This design comes from an exercise in tuning for small area on the open sky130 flow, not from production work.
The RTL was checked by simulation tests, not by an equivalence proof against the original design.
No driver is modelled on the clock port, so clock power and skew are understated where the tree is cut down; a real chip needs a root buffer or a tree.
No activity file was given, so power comes from the tool's default toggle rates.

==> inputs of quartz <==
==> flow/design.v (excerpt) <==
module directional_traffic_controller (
    input wire clk, reset,
    input wire [1:0] north_ml_level, south_ml_level,
    input wire [1:0] east_ml_level, west_ml_level,
    input wire ml_prediction_valid,
    input wire emergency_override,
    input wire [1:0] emergency_direction,
    input wire [7:0] north_queue, south_queue,
    input wire [7:0] east_queue, west_queue,
    output wire [2:0] north_light, south_light, east_light, west_light,
    output wire [3:0] current_phase,
    output wire [31:0] phase_timer,
    output wire [1:0] current_mode
);
==> module directional_traffic_controller, before the edit <==
module directional_traffic_controller (
    input wire clk, reset,
    input wire [1:0] north_ml_level, south_ml_level,
    input wire [1:0] east_ml_level, west_ml_level,
    input wire ml_prediction_valid,
    input wire emergency_override,
    input wire [1:0] emergency_direction,
    input wire [7:0] north_queue, south_queue,
    input wire [7:0] east_queue, west_queue,
    output wire [2:0] north_light, south_light, east_light, west_light,
    output wire [3:0] current_phase,
    output wire [31:0] phase_timer,
    output wire [1:0] current_mode
);
    function automatic [8:0] sub8(input [7:0] a, input [7:0] b);
        integer i;
        reg bw;
        begin
            bw = 1'b0;
            for (i = 0; i < 8; i = i + 1) begin
                sub8[i] = a[i] ^ b[i] ^ bw;
                bw = (~a[i] & (b[i] | bw)) | (b[i] & bw);
            end
            sub8[8] = bw;
        end
    endfunction
    function automatic [6:0] add7(input [6:0] a, input [6:0] b, input cin);
        integer i;
        reg cy;
        begin
            cy = cin;
            for (i = 0; i < 7; i = i + 1) begin
                add7[i] = a[i] ^ b[i] ^ cy;
                cy = (a[i] & b[i]) | (cy & (a[i] | b[i]));
            end
        end
    endfunction
    function automatic [6:0] inc7(input [6:0] a, input en);
        integer i;
        reg cy;
        begin
            cy = en;
            for (i = 0; i < 7; i = i + 1) begin
                inc7[i] = a[i] ^ cy;
                cy = cy & a[i];
            end
        end
    endfunction
    function automatic [6:0] base(input [2:0] p);
        reg g, y;
        begin
            g = ~p[2] & ~(p[1] ^ p[0]);
            y = (~p[1] & (p[2] ^ p[0]));
            base = {2'b00, g, 1'b0, g, ~g, y};
        end
    endfunction
    reg [2:0] ph;
    reg [5:0] r;
    reg [6:0] qc;
    reg       adapt;
    reg [1:0] lvl_ns, lvl_ew;
    reg [6:0] tmr;
    reg       emq;
    reg       modeq;
    wire [7:0] qa = ph[0] ? east_queue : north_queue;
    wire [7:0] qb = ph[0] ? west_queue : south_queue;
    wire [8:0] qs = sub8(qa, qb);
    wire imb_q = qs[8] ? ~(qs[7:0] > 8'd235) : (qs[7:0] > 8'd20);
    wire       green = ~ph[2] & ~(ph[1] ^ ph[0]);               
    wire [1:0] lvl   = ph[0] ? lvl_ew : lvl_ns;
    reg  [6:0] dt;
    always @(*) begin
        if (green & adapt)
            case ({lvl, imb_q})
                3'b000: dt = 7'd30;
                3'b001, 3'b010: dt = 7'd40;
                3'b011, 3'b100: dt = 7'd50;
                3'b101, 3'b110: dt = 7'd60;
                default: dt = 7'd70;
            endcase
        else dt = base(ph);
    end
    wire       rz   = ~|r;
    wire       rhi  = r[5] & (r[4] | (r[3] & r[2] & r[1] & r[0]));   
    wire       rend = r[5] & r[4] & r[0];                            
    wire [6:0] t    = add7(dt, ~qc, 1'b1);
    wire       wrap = t[6] & (t[5] | t[4] | t[3]);                   
    wire       adv  = wrap | (rz & ~|t);
    wire [6:0] tmr_n = wrap ? add7(t, 7'd81, ~rz & ~rhi) : t;
    wire [2:0] nph = {(ph[1] & ph[0]) | (ph[2] & ~ph[0]), ~ph[2] & (ph[1] ^ ph[0]), ~ph[0]};
    wire [1:0] max_ns = (north_ml_level > south_ml_level) ? north_ml_level : south_ml_level;
    wire [1:0] max_ew = (east_ml_level > west_ml_level) ? east_ml_level : west_ml_level;
    always @(posedge clk) begin
        if (ml_prediction_valid) begin
            lvl_ns <= max_ns;
            lvl_ew <= max_ew;
        end
    end
    always @(posedge clk or posedge reset) begin
        if (reset) begin
            adapt <= 1'b0;
        end else if (ml_prediction_valid) begin
            adapt <= 1'b1;
        end
    end
    always @(posedge clk or posedge reset) begin
        if (reset) begin
            ph    <= 3'd0;
            r     <= 6'd0;
            qc    <= 7'd0;
            tmr   <= 7'd30;
            emq   <= 1'b0;
            modeq <= 1'b0;
        end else if (emergency_override) begin
            r     <= 6'd0;
            qc    <= 7'd0;
            tmr   <= {tmr_n[6:2], emergency_direction};
            emq   <= 1'b1;
            modeq <= 1'b0;
        end else begin
            tmr   <= tmr_n;
            emq   <= 1'b0;
            modeq <= adapt;
            if (adv) begin
                ph <= nph;
                r  <= 6'd0;
                qc <= 7'd0;
            end else begin
                r  <= rend ? 6'd0 : inc7({1'b0, r}, 1'b1);
                qc <= inc7(qc, rz);
            end
        end
    end
    wire cz    = rz & ~|qc;
    wire jadv  = cz & ~emq & ~(tmr[4] & ~tmr[5] & ~tmr[6]);    
    wire wrapq = cz & ~emq & (tmr[5] | tmr[6]);                
    wire ns_g = ~ph[2] & ~ph[1] & ~(ph[0] ^ jadv);                           
    wire ns_y = ~ph[2] & (jadv ? (ph[1] & ~ph[0]) : (~ph[1] & ph[0]));       
    wire ew_g = jadv ? (ph[2] & ~ph[0]) : (ph[1] & ph[0]);                   
    wire ew_y = ph[2] & ~(ph[0] ^ jadv);                                     
    wire [1:0] dirq = tmr[1:0];
    assign north_light = emq ? {dirq != 2'd0, 1'b0, dirq == 2'd0} : {~(ns_g | ns_y), ns_y, ns_g};
    assign south_light = emq ? {dirq != 2'd1, 1'b0, dirq == 2'd1} : {~(ns_g | ns_y), ns_y, ns_g};
    assign east_light  = emq ? {dirq != 2'd2, 1'b0, dirq == 2'd2} : {~(ew_g | ew_y), ew_y, ew_g};
    assign west_light  = emq ? {dirq != 2'd3, 1'b0, dirq == 2'd3} : {~(ew_g | ew_y), ew_y, ew_g};
    assign current_phase = {1'b0, ph};
    assign current_mode  = {emq, modeq};
    assign phase_timer = {5'd0, wrapq, 1'b0, wrapq, 3'd0, wrapq, wrapq, wrapq, wrapq,
                          1'b0, wrapq, 1'b0, wrapq, wrapq, wrapq, 1'b0, emq, emq, emq,
                          tmr[6:5] | {2{emq}}, tmr[4:3] & ~{2{emq}}, tmr[2:0] | {3{emq}}};
endmodule
clock: 30.0 ns
lec_check: 0
cap_margin: 20
core_margin: 2
core_utilization: 40
slew_margin: 20
standard.sh (not shown) runs the stock make flow with config.mk's settings and CLKGATE_MAP_FILE= SYNTH_SCRIPT=/design/flow/synth_recipe.tcl, a recipe that flattens the netlist after the stock synthesis.
==> flow/flow/run.sh <==
#!/bin/bash
set -euo pipefail
export BUFFER_PORTS_ARGS="-buffer_cell sky130_fd_sc_hd__buf_1"
export SKIP_REPAIR_TIE_FANOUT=1
export CTS_ARGS="-sink_clustering_enable -repair_clock_nets -dont_use_dummy_load -buf_list sky130_fd_sc_hd__clkbuf_4 -root_buf sky130_fd_sc_hd__clkbuf_4 -sink_clustering_size 12 -sink_clustering_max_diameter 60"
export POST_CTS_TCL="$PWD/flow/post_cts.tcl"
R=orfs/results/${FLOW_PLATFORM}/directional_traffic_controller/base
LIB=${FLOW_HOME}/platforms/${FLOW_PLATFORM}/lib/sky130_fd_sc_hd__tt_025C_1v80.lib
YOSYS=$(command -v yosys || echo ${FLOW_HOME}/../tools/install/yosys/bin/yosys)

bash standard.sh synth > 1_standard_synth.log 2>&1
cp $R/1_2_yosys.v $R/1_2_yosys_standard.v
best=""; best_area=""
for s in flow/area*.abc; do
  n=$(basename $s .abc)
  sed -e "s#LIBFILE#${LIB}#g" -e "s#INFILE#$R/1_2_yosys_standard.v#" \
      -e "s#OUTFILE#$R/remap_$n.v#" -e "s#TOPNAME#${FLOW_TOP}#" \
      -e "s#ABCSCRIPT#$PWD/$s#" flow/remap.ys > remap_$n.ys
  if ${YOSYS} -l 2_remap_$n.log remap_$n.ys > /dev/null 2>&1; then
    a=$(grep "Chip area for module" 2_remap_$n.log | tail -1 | awk '{print $NF}')
    echo "$n $a" >> 2_remap_areas.log
    if [[ -z "$best" ]] || awk -v a="$a" -v b="$best_area" 'BEGIN{exit !(a < b)}'; then
      best=$n; best_area=$a
    fi
  fi
done
echo "chosen $best $best_area" >> 2_remap_areas.log
if [[ -n "$best" ]]; then
  cp $R/remap_$best.v $R/1_2_yosys.v
  rm -f $R/1_synth.odb $R/1_synth.sdc
  bash standard.sh synth > 3_standard_resynth.log 2>&1
fi
bash standard.sh finish > 4_standard_finish.log 2>&1
==> flow/flow/area5.abc <==
strash
balance -l
resub -K 6 -l
rewrite -l
resub -K 6 -N 2 -l
refactor -l
resub -K 8 -l
balance -l
resub -K 8 -N 2 -l
rewrite -l
resub -K 10 -l
rewrite -z -l
resub -K 10 -N 2 -l
balance -l
resub -K 12 -l
refactor -z -l
resub -K 12 -N 2 -l
rewrite -z -l
balance -l
dch -r
amap
==> flow/flow/area6.abc <==
strash
balance -l
resub -K 6 -l
rewrite -l
resub -K 6 -N 2 -l
refactor -l
resub -K 8 -l
balance -l
resub -K 8 -N 2 -l
rewrite -l
resub -K 10 -l
rewrite -z -l
resub -K 10 -N 2 -l
balance -l
resub -K 12 -l
refactor -z -l
resub -K 12 -N 2 -l
rewrite -z -l
balance -l
dch -f
amap -E 0.5
==> flow/flow/area7.abc <==
strash
refactor -N 12 -l
balance -l
resub -K 6 -l
rewrite -l
resub -K 6 -N 2 -l
refactor -l
resub -K 8 -l
balance -l
resub -K 8 -N 2 -l
rewrite -l
resub -K 10 -l
rewrite -z -l
resub -K 10 -N 2 -l
balance -l
resub -K 12 -l
refactor -z -l
resub -K 12 -N 2 -l
rewrite -z -l
balance -l
dch -f
amap
==> flow/flow/area8.abc <==
strash
balance -l
resub -K 6 -l
rewrite -l
resub -K 6 -N 2 -l
refactor -l
resub -K 8 -l
balance -l
resub -K 8 -N 2 -l
rewrite -l
resub -K 10 -l
rewrite -z -l
resub -K 10 -N 2 -l
balance -l
resub -K 12 -l
refactor -z -l
resub -K 12 -N 2 -l
rewrite -z -l
balance -l
balance -l
resub -K 6 -l
rewrite -l
resub -K 6 -N 2 -l
refactor -l
resub -K 8 -l
balance -l
resub -K 8 -N 2 -l
rewrite -l
resub -K 10 -l
rewrite -z -l
resub -K 10 -N 2 -l
balance -l
resub -K 12 -l
refactor -z -l
resub -K 12 -N 2 -l
rewrite -z -l
balance -l
dch -r
amap
==> flow/flow/post_cts.tcl <==
set block [ord::get_db_block]
set port_net [[$block findBTerm clk] getNet]
set port_loads [$port_net getITerms]
if {[llength $port_loads] == 1} {
  set root [[lindex $port_loads 0] getInst]
  set root_out [[$root findITerm X] getNet]
  set leaves {}
  set ok 1
  foreach it [$root_out getITerms] {
    if {[$it getInst] == $root} { continue }
    if {![string match "sky130_fd_sc_hd__clkbuf_*" [[[$it getInst] getMaster] getName]]} { set ok 0 }
    lappend leaves $it
  }
  if {$ok && [llength $leaves] >= 1 && [llength $leaves] <= 4} {
    foreach it $leaves {
      $it disconnect
      $it connect $port_net
    }
    odb::dbInst_destroy $root
    odb::dbNet_destroy $root_out
    puts "post_cts: removed clock root buffer, clock port drives [llength $leaves] buffers"
  }
}
estimate_parasitics -placement
==> flow/flow/remap.ys <==
# Re-map the combinational logic of the standard synthesis for area.
# Registers (and tie cells) are kept as they are, with their names.
read_liberty -ignore_miss_func -ignore_miss_dir LIBFILE
blackbox sky130_fd_sc_hd__df* sky130_fd_sc_hd__edf* sky130_fd_sc_hd__sdf* sky130_fd_sc_hd__sedf* sky130_fd_sc_hd__dl* sky130_fd_sc_hd__conb*
read_verilog INFILE
hierarchy -top TOPNAME
flatten
opt -purge
abc -liberty LIBFILE -dont_use *lpflow* -dont_use *probe* -script ABCSCRIPT
opt_clean -purge
hilomap -singleton -hicell sky130_fd_sc_hd__conb_1 HI -locell sky130_fd_sc_hd__conb_1 LO
insbuf -buf sky130_fd_sc_hd__buf_4 A X
splitnets
opt_clean -purge
write_verilog -noexpr -noattr -nohex -nodec OUTFILE
# The reset inverter drives every register's reset pin: give it a stronger
# inverter of the same area.
design -reset
read_liberty -lib LIBFILE
read_verilog OUTFILE
hierarchy -top TOPNAME
chtype -set sky130_fd_sc_hd__inv_2 w:reset %co1 t:sky130_fd_sc_hd__clkinv_1 t:sky130_fd_sc_hd__inv_1 %u %i
stat -liberty LIBFILE
write_verilog -noexpr -noattr -nohex -nodec OUTFILE
Other scripts of this flow, unchanged in this note and not shown: flow/flow/area1.abc, flow/flow/area2.abc, flow/flow/area3.abc, flow/flow/area4.abc
==> nickel: changes against quartz <==
--- a/flow/design.v
+++ b/flow/design.v
@@ -35,14 +35,14 @@
             end
         end
     endfunction
-    function automatic [6:0] inc7(input [6:0] a, input en);
+    function automatic [6:0] step7(input [6:0] a, input en, input down);
         integer i;
         reg cy;
         begin
             cy = en;
             for (i = 0; i < 7; i = i + 1) begin
-                inc7[i] = a[i] ^ cy;
-                cy = cy & a[i];
+                step7[i] = a[i] ^ cy;
+                cy = cy & (a[i] ^ down);
             end
         end
     endfunction
@@ -62,16 +62,18 @@
     reg [6:0] tmr;
     reg       emq;
     reg       modeq;
+    reg [1:0] dirq;
     wire [7:0] qa = ph[0] ? east_queue : north_queue;
     wire [7:0] qb = ph[0] ? west_queue : south_queue;
     wire [8:0] qs = sub8(qa, qb);
     wire imb_q = qs[8] ? ~(qs[7:0] > 8'd235) : (qs[7:0] > 8'd20);
     wire       green = ~ph[2] & ~(ph[1] ^ ph[0]);               
     wire [1:0] lvl   = ph[0] ? lvl_ew : lvl_ns;
+    wire       imb   = imb_q;
     reg  [6:0] dt;
     always @(*) begin
         if (green & adapt)
-            case ({lvl, imb_q})
+            case ({lvl, imb})
                 3'b000: dt = 7'd30;
                 3'b001, 3'b010: dt = 7'd40;
                 3'b011, 3'b100: dt = 7'd50;
@@ -91,6 +93,7 @@
     wire [1:0] max_ns = (north_ml_level > south_ml_level) ? north_ml_level : south_ml_level;
     wire [1:0] max_ew = (east_ml_level > west_ml_level) ? east_ml_level : west_ml_level;
     always @(posedge clk) begin
+        dirq <= emergency_direction;
         if (ml_prediction_valid) begin
             lvl_ns <= max_ns;
             lvl_ew <= max_ew;
@@ -114,7 +117,7 @@
         end else if (emergency_override) begin
             r     <= 6'd0;
             qc    <= 7'd0;
-            tmr   <= {tmr_n[6:2], emergency_direction};
+            tmr   <= 7'd103;    
             emq   <= 1'b1;
             modeq <= 1'b0;
         end else begin
@@ -126,8 +129,8 @@
                 r  <= 6'd0;
                 qc <= 7'd0;
             end else begin
-                r  <= rend ? 6'd0 : inc7({1'b0, r}, 1'b1);
-                qc <= inc7(qc, rz);
+                r  <= rend ? 6'd0 : step7({1'b0, r}, 1'b1, 1'b0);
+                qc <= step7(qc, rz, 1'b0);
             end
         end
     end
@@ -138,7 +141,6 @@
     wire ns_y = ~ph[2] & (jadv ? (ph[1] & ~ph[0]) : (~ph[1] & ph[0]));       
     wire ew_g = jadv ? (ph[2] & ~ph[0]) : (ph[1] & ph[0]);                   
     wire ew_y = ph[2] & ~(ph[0] ^ jadv);                                     
-    wire [1:0] dirq = tmr[1:0];
     assign north_light = emq ? {dirq != 2'd0, 1'b0, dirq == 2'd0} : {~(ns_g | ns_y), ns_y, ns_g};
     assign south_light = emq ? {dirq != 2'd1, 1'b0, dirq == 2'd1} : {~(ns_g | ns_y), ns_y, ns_g};
     assign east_light  = emq ? {dirq != 2'd2, 1'b0, dirq == 2'd2} : {~(ew_g | ew_y), ew_y, ew_g};
@@ -146,6 +148,5 @@
     assign current_phase = {1'b0, ph};
     assign current_mode  = {emq, modeq};
     assign phase_timer = {5'd0, wrapq, 1'b0, wrapq, 3'd0, wrapq, wrapq, wrapq, wrapq,
-                          1'b0, wrapq, 1'b0, wrapq, wrapq, wrapq, 1'b0, emq, emq, emq,
-                          tmr[6:5] | {2{emq}}, tmr[4:3] & ~{2{emq}}, tmr[2:0] | {3{emq}}};
+                          1'b0, wrapq, 1'b0, wrapq, wrapq, wrapq, 1'b0, emq, emq, emq, tmr};
 endmodule
--- a/flow/flow/run.sh
+++ b/flow/flow/run.sh
@@ -1,4 +1,9 @@
 #!/bin/bash
+# Standard synthesis, then the combinational logic re-mapped by ABC for area
+# (registers untouched; the smallest of a few ABC scripts is kept), then the
+# standard layout with the smallest buffer (buf_1) on every input and output
+# port, one tie cell for all constant outputs, and a clock tree of small
+# buffers. Each tool's output goes to its own log in this folder.
 set -euo pipefail
 export BUFFER_PORTS_ARGS="-buffer_cell sky130_fd_sc_hd__buf_1"
 export SKIP_REPAIR_TIE_FANOUT=1
==> flow/flow/remap.ys (replaced) <==
# Re-map the combinational logic of the standard synthesis for area.
# Registers (and tie cells) are kept as they are, with their names.
read_liberty -ignore_miss_func -ignore_miss_dir LIBFILE
blackbox sky130_fd_sc_hd__df* sky130_fd_sc_hd__edf* sky130_fd_sc_hd__sdf* sky130_fd_sc_hd__sedf* sky130_fd_sc_hd__dl* sky130_fd_sc_hd__conb*
read_verilog INFILE
hierarchy -top TOPNAME
flatten
opt -purge
abc -liberty LIBFILE -dont_use *lpflow* -dont_use *probe* -script ABCSCRIPT
# the reset inverter drives every register's reset pin: give it a stronger
# inverter of the same area
chtype -set sky130_fd_sc_hd__inv_2 w:reset %co1 t:sky130_fd_sc_hd__clkinv_1 t:sky130_fd_sc_hd__inv_1 %u %i
opt_clean -purge
hilomap -singleton -hicell sky130_fd_sc_hd__conb_1 HI -locell sky130_fd_sc_hd__conb_1 LO
insbuf -buf sky130_fd_sc_hd__buf_4 A X
splitnets
opt_clean -purge
stat -liberty LIBFILE
write_verilog -noexpr -noattr -nohex -nodec OUTFILE
removed: flow/flow/area5.abc
removed: flow/flow/area6.abc
removed: flow/flow/area7.abc
removed: flow/flow/area8.abc
==> zinc: changes against quartz <==
--- a/flow/design.v
+++ b/flow/design.v
@@ -35,14 +35,14 @@
             end
         end
     endfunction
-    function automatic [6:0] inc7(input [6:0] a, input en);
+    function automatic [6:0] step7(input [6:0] a, input en, input down);
         integer i;
         reg cy;
         begin
             cy = en;
             for (i = 0; i < 7; i = i + 1) begin
-                inc7[i] = a[i] ^ cy;
-                cy = cy & a[i];
+                step7[i] = a[i] ^ cy;
+                cy = cy & (a[i] ^ down);
             end
         end
     endfunction
@@ -62,16 +62,18 @@
     reg [6:0] tmr;
     reg       emq;
     reg       modeq;
+    reg [1:0] dirq;
     wire [7:0] qa = ph[0] ? east_queue : north_queue;
     wire [7:0] qb = ph[0] ? west_queue : south_queue;
     wire [8:0] qs = sub8(qa, qb);
     wire imb_q = qs[8] ? ~(qs[7:0] > 8'd235) : (qs[7:0] > 8'd20);
     wire       green = ~ph[2] & ~(ph[1] ^ ph[0]);               
     wire [1:0] lvl   = ph[0] ? lvl_ew : lvl_ns;
+    wire       imb   = imb_q;
     reg  [6:0] dt;
     always @(*) begin
         if (green & adapt)
-            case ({lvl, imb_q})
+            case ({lvl, imb})
                 3'b000: dt = 7'd30;
                 3'b001, 3'b010: dt = 7'd40;
                 3'b011, 3'b100: dt = 7'd50;
@@ -91,6 +93,7 @@
     wire [1:0] max_ns = (north_ml_level > south_ml_level) ? north_ml_level : south_ml_level;
     wire [1:0] max_ew = (east_ml_level > west_ml_level) ? east_ml_level : west_ml_level;
     always @(posedge clk) begin
+        dirq <= emergency_direction;
         if (ml_prediction_valid) begin
             lvl_ns <= max_ns;
             lvl_ew <= max_ew;
@@ -114,7 +117,7 @@
         end else if (emergency_override) begin
             r     <= 6'd0;
             qc    <= 7'd0;
-            tmr   <= {tmr_n[6:2], emergency_direction};
+            tmr   <= 7'd103;    
             emq   <= 1'b1;
             modeq <= 1'b0;
         end else begin
@@ -126,8 +129,8 @@
                 r  <= 6'd0;
                 qc <= 7'd0;
             end else begin
-                r  <= rend ? 6'd0 : inc7({1'b0, r}, 1'b1);
-                qc <= inc7(qc, rz);
+                r  <= rend ? 6'd0 : step7({1'b0, r}, 1'b1, 1'b0);
+                qc <= step7(qc, rz, 1'b0);
             end
         end
     end
@@ -138,7 +141,6 @@
     wire ns_y = ~ph[2] & (jadv ? (ph[1] & ~ph[0]) : (~ph[1] & ph[0]));       
     wire ew_g = jadv ? (ph[2] & ~ph[0]) : (ph[1] & ph[0]);                   
     wire ew_y = ph[2] & ~(ph[0] ^ jadv);                                     
-    wire [1:0] dirq = tmr[1:0];
     assign north_light = emq ? {dirq != 2'd0, 1'b0, dirq == 2'd0} : {~(ns_g | ns_y), ns_y, ns_g};
     assign south_light = emq ? {dirq != 2'd1, 1'b0, dirq == 2'd1} : {~(ns_g | ns_y), ns_y, ns_g};
     assign east_light  = emq ? {dirq != 2'd2, 1'b0, dirq == 2'd2} : {~(ew_g | ew_y), ew_y, ew_g};
@@ -146,6 +148,5 @@
     assign current_phase = {1'b0, ph};
     assign current_mode  = {emq, modeq};
     assign phase_timer = {5'd0, wrapq, 1'b0, wrapq, 3'd0, wrapq, wrapq, wrapq, wrapq,
-                          1'b0, wrapq, 1'b0, wrapq, wrapq, wrapq, 1'b0, emq, emq, emq,
-                          tmr[6:5] | {2{emq}}, tmr[4:3] & ~{2{emq}}, tmr[2:0] | {3{emq}}};
+                          1'b0, wrapq, 1'b0, wrapq, wrapq, wrapq, 1'b0, emq, emq, emq, tmr};
 endmodule
--- a/flow/flow/run.sh
+++ b/flow/flow/run.sh
@@ -1,4 +1,9 @@
 #!/bin/bash
+# Standard synthesis, then the combinational logic re-mapped by ABC for area
+# (registers untouched; the smallest of a few ABC scripts is kept), then the
+# standard layout with the smallest buffer (buf_1) on every input and output
+# port, one tie cell for all constant outputs, and a clock tree of small
+# buffers. Each tool's output goes to its own log in this folder.
 set -euo pipefail
 export BUFFER_PORTS_ARGS="-buffer_cell sky130_fd_sc_hd__buf_1"
 export SKIP_REPAIR_TIE_FANOUT=1
removed: flow/flow/area5.abc
removed: flow/flow/area6.abc
removed: flow/flow/area7.abc
removed: flow/flow/area8.abc
==> fjord: changes against quartz <==
--- a/flow/design.v
+++ b/flow/design.v
@@ -35,14 +35,14 @@
             end
         end
     endfunction
-    function automatic [6:0] inc7(input [6:0] a, input en);
+    function automatic [6:0] step7(input [6:0] a, input en, input down);
         integer i;
         reg cy;
         begin
             cy = en;
             for (i = 0; i < 7; i = i + 1) begin
-                inc7[i] = a[i] ^ cy;
-                cy = cy & a[i];
+                step7[i] = a[i] ^ cy;
+                cy = cy & (a[i] ^ down);
             end
         end
     endfunction
@@ -62,16 +62,18 @@
     reg [6:0] tmr;
     reg       emq;
     reg       modeq;
+    reg [1:0] dirq;
     wire [7:0] qa = ph[0] ? east_queue : north_queue;
     wire [7:0] qb = ph[0] ? west_queue : south_queue;
     wire [8:0] qs = sub8(qa, qb);
     wire imb_q = qs[8] ? ~(qs[7:0] > 8'd235) : (qs[7:0] > 8'd20);
     wire       green = ~ph[2] & ~(ph[1] ^ ph[0]);               
     wire [1:0] lvl   = ph[0] ? lvl_ew : lvl_ns;
+    wire       imb   = imb_q;
     reg  [6:0] dt;
     always @(*) begin
         if (green & adapt)
-            case ({lvl, imb_q})
+            case ({lvl, imb})
                 3'b000: dt = 7'd30;
                 3'b001, 3'b010: dt = 7'd40;
                 3'b011, 3'b100: dt = 7'd50;
@@ -91,6 +93,7 @@
     wire [1:0] max_ns = (north_ml_level > south_ml_level) ? north_ml_level : south_ml_level;
     wire [1:0] max_ew = (east_ml_level > west_ml_level) ? east_ml_level : west_ml_level;
     always @(posedge clk) begin
+        dirq <= emergency_direction;
         if (ml_prediction_valid) begin
             lvl_ns <= max_ns;
             lvl_ew <= max_ew;
@@ -114,7 +117,7 @@
         end else if (emergency_override) begin
             r     <= 6'd0;
             qc    <= 7'd0;
-            tmr   <= {tmr_n[6:2], emergency_direction};
+            tmr   <= 7'd103;    
             emq   <= 1'b1;
             modeq <= 1'b0;
         end else begin
@@ -126,8 +129,8 @@
                 r  <= 6'd0;
                 qc <= 7'd0;
             end else begin
-                r  <= rend ? 6'd0 : inc7({1'b0, r}, 1'b1);
-                qc <= inc7(qc, rz);
+                r  <= rend ? 6'd0 : step7({1'b0, r}, 1'b1, 1'b0);
+                qc <= step7(qc, rz, 1'b0);
             end
         end
     end
@@ -138,7 +141,6 @@
     wire ns_y = ~ph[2] & (jadv ? (ph[1] & ~ph[0]) : (~ph[1] & ph[0]));       
     wire ew_g = jadv ? (ph[2] & ~ph[0]) : (ph[1] & ph[0]);                   
     wire ew_y = ph[2] & ~(ph[0] ^ jadv);                                     
-    wire [1:0] dirq = tmr[1:0];
     assign north_light = emq ? {dirq != 2'd0, 1'b0, dirq == 2'd0} : {~(ns_g | ns_y), ns_y, ns_g};
     assign south_light = emq ? {dirq != 2'd1, 1'b0, dirq == 2'd1} : {~(ns_g | ns_y), ns_y, ns_g};
     assign east_light  = emq ? {dirq != 2'd2, 1'b0, dirq == 2'd2} : {~(ew_g | ew_y), ew_y, ew_g};
@@ -146,6 +148,5 @@
     assign current_phase = {1'b0, ph};
     assign current_mode  = {emq, modeq};
     assign phase_timer = {5'd0, wrapq, 1'b0, wrapq, 3'd0, wrapq, wrapq, wrapq, wrapq,
-                          1'b0, wrapq, 1'b0, wrapq, wrapq, wrapq, 1'b0, emq, emq, emq,
-                          tmr[6:5] | {2{emq}}, tmr[4:3] & ~{2{emq}}, tmr[2:0] | {3{emq}}};
+                          1'b0, wrapq, 1'b0, wrapq, wrapq, wrapq, 1'b0, emq, emq, emq, tmr};
 endmodule
--- a/flow/flow/run.sh
+++ b/flow/flow/run.sh
@@ -1,9 +1,13 @@
 #!/bin/bash
+# Standard synthesis, then the combinational logic re-mapped by ABC for area
+# (registers untouched; the smallest of a few ABC scripts is kept), then the
+# standard layout with the smallest buffer (buf_1) on every input and output
+# port, one tie cell for all constant outputs, and a clock tree of small
+# buffers. Each tool's output goes to its own log in this folder.
 set -euo pipefail
 export BUFFER_PORTS_ARGS="-buffer_cell sky130_fd_sc_hd__buf_1"
 export SKIP_REPAIR_TIE_FANOUT=1
 export CTS_ARGS="-sink_clustering_enable -repair_clock_nets -dont_use_dummy_load -buf_list sky130_fd_sc_hd__clkbuf_4 -root_buf sky130_fd_sc_hd__clkbuf_4 -sink_clustering_size 12 -sink_clustering_max_diameter 60"
-export POST_CTS_TCL="$PWD/flow/post_cts.tcl"
 R=orfs/results/${FLOW_PLATFORM}/directional_traffic_controller/base
 LIB=${FLOW_HOME}/platforms/${FLOW_PLATFORM}/lib/sky130_fd_sc_hd__tt_025C_1v80.lib
 YOSYS=$(command -v yosys || echo ${FLOW_HOME}/../tools/install/yosys/bin/yosys)
--- a/flow/flow/remap.ys
+++ b/flow/flow/remap.ys
@@ -12,13 +12,5 @@
 insbuf -buf sky130_fd_sc_hd__buf_4 A X
 splitnets
 opt_clean -purge
-write_verilog -noexpr -noattr -nohex -nodec OUTFILE
-# The reset inverter drives every register's reset pin: give it a stronger
-# inverter of the same area.
-design -reset
-read_liberty -lib LIBFILE
-read_verilog OUTFILE
-hierarchy -top TOPNAME
-chtype -set sky130_fd_sc_hd__inv_2 w:reset %co1 t:sky130_fd_sc_hd__clkinv_1 t:sky130_fd_sc_hd__inv_1 %u %i
 stat -liberty LIBFILE
 write_verilog -noexpr -noattr -nohex -nodec OUTFILE
removed: flow/flow/area5.abc
removed: flow/flow/area6.abc
removed: flow/flow/area7.abc
removed: flow/flow/area8.abc
removed: flow/flow/post_cts.tcl
==> run summary <==
metric                                                                          fjord                     zinc                   nickel                   quartz
Largest voltage drop on the vdd net                                       0.0000413 V              0.0000460 V              0.0000413 V              0.0000343 V
CP startpoint                                                           west_queue[0]           south_queue[1]            west_queue[0]            west_queue[0]
Sw frac                                                                         51.1%                    50.7%                    51.0%                    51.6%
Buffer share of cell area                                                       13.3%                    12.4%                    13.4%                    12.6%
Number of non-filler instances in the completed layout                            436                      434                      435                      436
Capturing instance or port of the critical path                        r[1]$_DFF_PP0_           r[1]$_DFF_PP0_           r[1]$_DFF_PP0_           r[2]$_DFF_PP0_
Die height                                                                    80.1 µm                  80.1 µm                  80.1 µm                  79.2 µm
Flip-flop and latch count                                                          32                       32                       32                       30
Avg Synthesized Cell Area                                                    7.44 µm²                 7.44 µm²                 7.44 µm²                 7.30 µm²
Fraction of final layout cells sized beyond drive strength 1                    2.75%                    2.49%                    2.48%                    2.47%
Final standard cell utilization of the core                                     45.4%                    44.8%                    45.3%                    44.8%
Outcome                                                       complete, no violations  complete, no violations  complete, no violations  complete, no violations
Global-route wire length before repair                                        8160 µm                  7820 µm                  8090 µm                  8080 µm
Part of the power in registers                                                  26.8%                    27.4%                    27.2%                    25.5%
Met1 Use GR                                                                     21.0%                    19.4%                    20.9%                    18.8%

-- static timing again, ports no longer ideal --
How much do the figures lean on ideal ports? The routed layouts below were timed once more, with nothing changed but the port constraints.
Step 1 (the two cells are an assumption about what drives the block):
set clk [get_ports {clk}]
set_driving_cell -lib_cell sky130_fd_sc_hd__clkbuf_16 $clk
set_driving_cell -lib_cell sky130_fd_sc_hd__buf_2 [delete_from_list [all_inputs] $clk]
Step 2 adds t to the input delays and takes it off the output delays; t is the mean of the earliest and latest rising clock arrival at the registers after step 1. Input paths then give back, and output paths get back, about the clock's delay inside the block.
a / b / c = no drivers / after step 1 / after step 2; a / b = the first two.
| run | t, ns | slack for setup (ns) | slew at the worst register clock pin (ns) | cell pins on the clock port's net |
|---|---|---|---|---|
| quartz | 0.190 | 18.650 / 18.672 / 18.483 | 0.10 / 0.10 | 4 |
| nickel | 0.192 | 18.616 / 18.638 / 18.446 | 0.10 / 0.10 | 4 |
| zinc | 0.198 | 18.719 / 18.740 / 18.542 | 0.11 / 0.11 | 4 |
| fjord | 0.338 | 18.787 / 18.790 / 18.452 | 0.10 / 0.10 | 1 |
After both steps every run listed still meets setup and hold. The setup slack of fjord, which loses most, moves by +0.003 ns with the drivers and by -0.335 ns with both steps.
